This design comes from an exercise in tuning for small area on the open sky130 flow, not from production work.
In this exercise RTL edits were held to simulation tests only and were not proved equivalent to the original.
The clock port is modelled as an ideal driver, which makes a skipped or thinned clock tree look cheaper than it is; a real chip needs a root buffer or a tree.
Power and IR drop assume default switching activity.

==> ember: inputs <==
Design pcs_8b_10b, start of the top module:
module pcs_8b_10b(clk, reset, tx_rd_in, tx_char_val, tx_data_in, tx_data_out, rx_rd_in, rx_char_val, rx_data_in, rx_data_out);
Settings: LEC_CHECK=0, CAP_MARGIN=20, CORE_MARGIN=2, CORE_UTILIZATION=60, GPL_TIMING_DRIVEN=0, PLACE_DENSITY=0.7, SLEW_MARGIN=20; clock period 4.0 ns.
standard.sh (not shown) runs the stock make flow with config.mk's settings and CLKGATE_MAP_FILE= SYNTH_SCRIPT=/design/flow/synth_recipe.tcl, a recipe that flattens the netlist after the stock synthesis.
==> flow/flow/run.sh <==
#!/bin/bash
# Own layout flow: the standard layout (standard.sh) with three changes.
#  1. Synthesis is the standard script (synth_recipe.tcl) with the combinational
#     mapping step changed: no half/full-adder extraction and an area-oriented
#     ABC mapping (flow/area.abc). Registers are made by the same Yosys passes as
#     in the standard synthesis, so they keep their names and cell types.
#  2. Ports are buffered with sky130_fd_sc_hd__buf_1 instead of the default.
#  3. The clock tree is built by flow/cts_pre.tcl (a few clock buffers, each
#     driving one group of nearby clock pins) in place of clock_tree_synthesis.
# Each tool's output goes to a log file of its own in the work folder.
set -euo pipefail
WORK="$(cd "$(dirname "$0")/.." && pwd)"
cd "$WORK"

# synthesis script: the standard one with our mapping step
sed -e "s#@AREA_ABC@#$WORK/flow/area.abc#" flow/synth_pre.tcl > "$WORK/own_synth.tcl"
tail -n +2 synth_recipe.tcl >> "$WORK/own_synth.tcl"

# the standard make line, with our synthesis script
sed -e "s#SYNTH_SCRIPT=[^ ]*#SYNTH_SCRIPT=$WORK/own_synth.tcl#" standard.sh > own_standard.sh

bash own_standard.sh synth > "$WORK/log_synth.txt" 2>&1

export PRE_CTS_TCL="$WORK/flow/cts_pre.tcl"
export BUFFER_PORTS_ARGS="-buffer_cell sky130_fd_sc_hd__buf_1"
bash own_standard.sh > "$WORK/log_layout.txt" 2>&1
test -s out/final.def
==> flow/flow/area.abc <==
strash
&get -n
&dch -f
&nf -R 1000 -p -C 32 -F 8
&put
topo
Other scripts of this flow, unchanged in this note and not shown: flow/flow/cts_pre.tcl, flow/flow/synth_pre.tcl
==> xenon (differences from ember) <==
==> flow/flow/area.abc (replaced) <==
strash
&get -n
&dch -f
&nf -R 20 -p -C 32 -F 8
&put
topo
==> qor summary <==
metric                                                                          ember                    xenon
Maximum number of pins on one net before global-route repair                       18                       22
Run status                                                    complete, no violations  complete, no violations
Area added between synthesis and finish                                         16.1%                    12.5%
Via count of the first global-routing pass                                       1374                     1482
Share of cell area taken by flip-flops and latches                              42.5%                    42.9%
Die Height                                                                    59.2 um                  59.8 um
Peak per-stage delay on the critical path                                     0.53 ns                  0.51 ns
Share of synthesized area spent on multiplexers                                 3.42%                    3.35%
Worst IR Drop VDD                                                          0.000286 V               0.000260 V
Setup Slack @ Placement                                                     -0.425 ns                 0.165 ns
Hold Path Sink                                                         rx_data_out[7]           rx_data_out[2]
Slew at the pin closest to its max-slew limit                                0.479 ns                 0.459 ns
Starting Density                                                                61.4%                    62.3%
In every run of this note, the design's own scripts or RTL, not TritonCTS, make the clock network.

==> inputs of juniper <==
pcs_8b_10b, a different RTL version from the one above (not shown whole).
export LEC_CHECK = 0
export CAP_MARGIN = 20
export CORE_MARGIN = 2
export CORE_UTILIZATION = 60
export GPL_TIMING_DRIVEN = 0
export PLACE_DENSITY = 0.7
export SLEW_MARGIN = 20
create_clock -name core_clock -period 4.0 [get_ports {clk}]
==> flow/flow/area.abc <==
strash
&get -n
&synch2
&nf -R 30 -p -C 32 -F 8
&put
topo
Scripts as last shown in full above: flow/flow/run.sh
Other scripts of this flow, unchanged in this note and not shown: flow/flow/cts_pre.tcl, flow/flow/synth_pre.tcl
==> inputs of nickel, as changes to juniper <==
==> flow/flow/area.abc (replaced) <==
strash
&get -n
&dch -f
&nf -R 30 -p -C 32 -F 8
&put
topo
CORE_UTILIZATION = 75   (was 60)
PLACE_DENSITY = 0.85   (was 0.7)
==> impl_results.rst <==
.. list-table::
   :header-rows: 1

   * - Metric
     - Value
   * - Fraction of layout instances using a drive strength above 1
     - 0.0169
   * - Count of placed standard cells including taps
     - around 260
   * - Cell depth of the worst flop-to-flop path
     - 7
   * - Clock network power consumption
     - about 180 µW
   * - Worst Hold Launch
     - sel_r[7]
   * - Filler cell count in the final layout
     - 94
   * - Run status
     - no timing/DRC/antenna violations
   * - Worst reg2reg path endpoint
     - tx_data_out[8]
   * - Met3 Track Usage GR
     - 0.0508
the above is filed under nickel

==> impl_results.rst <==
.. list-table::
   :header-rows: 1

   * - Metric
     - Value
   * - Worst Hold Launch
     - sel_r[6]
   * - Synthesis-to-finish area growth
     - 12.6%
   * - Met3 Track Usage GR
     - 0.0175
   * - Cell seen most often among critical-path stages
     - mux2_1
   * - Filler cell count in the final layout
     - about 270
   * - Worst reg2reg path endpoint
     - tx_data_out[9]
   * - Clock network power consumption
     - 173 µW
   * - Fraction of layout instances using a drive strength above 1
     - 0.0127
   * - Run status
     - no timing/DRC/antenna violations
the above is filed under juniper

In every run of this note, the design's own scripts or RTL, not TritonCTS, make the clock network.

==> 09-03 <==
Another version of the RTL of pcs_8b_10b (not shown whole).
Settings: LEC_CHECK=0, CAP_MARGIN=20, CORE_MARGIN=2, CORE_UTILIZATION=40, SLEW_MARGIN=20; clock period 4.0 ns.
==> flow/flow/run.sh <==
#!/bin/bash
# Own layout flow: the standard layout, with two changes.
#  1. Synthesis is the standard script (synth_recipe.tcl) with the combinational
#     mapping step changed: no half/full-adder extraction and an area-only ABC
#     mapping (flow/area.abc). Registers are made by the same passes as in the
#     standard synthesis, so they keep their names and cell types.
#  2. Ports are buffered with sky130_fd_sc_hd__buf_1 instead of the default.
# Each tool's output goes to a log file of its own in the work folder.
set -euo pipefail
WORK="$(cd "$(dirname "$0")/.." && pwd)"
cd "$WORK"

# synthesis script: the standard one with our mapping step
sed -e "s#@AREA_ABC@#$WORK/flow/area.abc#" flow/synth_pre.tcl > "$WORK/own_synth.tcl"
tail -n +2 synth_recipe.tcl >> "$WORK/own_synth.tcl"

# the standard make line, with our synthesis script
sed -e "s#SYNTH_SCRIPT=[^ ]*#SYNTH_SCRIPT=$WORK/own_synth.tcl#" standard.sh > own_standard.sh

bash own_standard.sh synth > "$WORK/log_synth.txt" 2>&1
BUFFER_PORTS_ARGS="-buffer_cell sky130_fd_sc_hd__buf_1" bash own_standard.sh > "$WORK/log_layout.txt" 2>&1
test -s out/final.def
==> flow/flow/area.abc <==
strash
&get -n
&dch -f
&nf -R 1000
&put
topo
==> flow/flow/synth_pre.tcl <==
proc synth {args} { yosys synth -nofsm -noshare {*}$args }
# no half/full-adder extraction
proc extract_fa {args} { puts "extract_fa skipped" }
# area-only mapping script in place of the standard one
proc abc {args} {
  set out {}
  set skip 0
  foreach a $args {
    if { $skip } { set skip 0; continue }
    if { $a eq "-script" } { lappend out -script @AREA_ABC@; set skip 1; continue }
    if { $a eq "-D" } { set skip 1; continue }
    lappend out $a
  }
  yosys abc {*}$out
}
==> 04-15: changes against 09-03 <==
--- a/flow/config.mk
+++ b/flow/config.mk
@@ -8,4 +8,5 @@
 export CAP_MARGIN = 20
 export CORE_MARGIN = 2
 export CORE_UTILIZATION = 40
+export GPL_TIMING_DRIVEN = 0
 export SLEW_MARGIN = 20
==> comparison table <==
item                                                                       04-15              09-03
Run status                                      no timing/DRC/antenna violations  no timing/DRC/antenna violations
Placer congestion estimate                                                 0.872              0.833
Register share of the cell area                                            37.2%              36.9%
Multi-input gate area                                                   1120 um2           1100 um2
Average routed wire per standard cell                                    11.0 um            11.1 um
Crit path setup slack, layout                                           0.355 ns           0.544 ns
Final core occ                                                             50.3%              50.6%
Non-filler cells, final                                                      363                367
Critical Path AT                                                         3.83 ns            3.68 ns
Non-clock buffer count                                                        44                 48
Worst hold slack across all endpoints                                   0.331 ns           0.332 ns
Area added between synthesis and finish                                    19.1%              19.9%
Global-route track usage on met2                                           26.7%              27.9%
Via density per instance                                                    4.91               4.85
Layout buffering overhead excluding clock cells                            7.44%              8.62%
Clock distribution power                                                0.303 mW           0.336 mW
Sequential power share                                                     50.9%              49.3%
Sw Ratio                                                                   27.8%              27.3%
Combinational power                                                     0.227 mW           0.229 mW
Startpoint of the most critical register-to-register path  e_kk_r_reg[0]$_DFF_P_  e_lo_r[0]$_DFF_P_

## afterwards: timing with drivers on the ports
No port has a modelled driver above. Below, the same layouts with a new extraction and two added sets of constraints.
Step 1, drivers: a clkbuf_16 drives clk and a buf_2 each remaining input, both assumed.
Step 2 also shifts input and output timing later by t, the mid clock arrival at the registers, as if the neighbouring blocks saw the same clock.
Slacks: no drivers / after step 1 / after step 2; pairs: no drivers / after step 1.
run	t (ns)	setup WS [ns]	hold WS [ns]
ember	0.190	0.243 / 0.269 / 0.079	0.335 / 0.335 / 0.335
xenon	0.183	0.341 / 0.364 / 0.181	0.319 / 0.319 / 0.319
juniper	0.191	0.286 / 0.306 / 0.115	0.331 / 0.331 / 0.331
nickel	0.190	0.217 / 0.241 / 0.051	0.338 / 0.338 / 0.338
09-03	0.320	0.544 / 0.546 / 0.226	0.332 / 0.332 / 0.332
04-15	0.318	0.355 / 0.363 / 0.045	0.331 / 0.331 / 0.331
After both steps every run listed still meets setup and hold. The setup slack of 09-03, which loses most, moves by +0.002 ns with the drivers and by -0.318 ns with both steps.
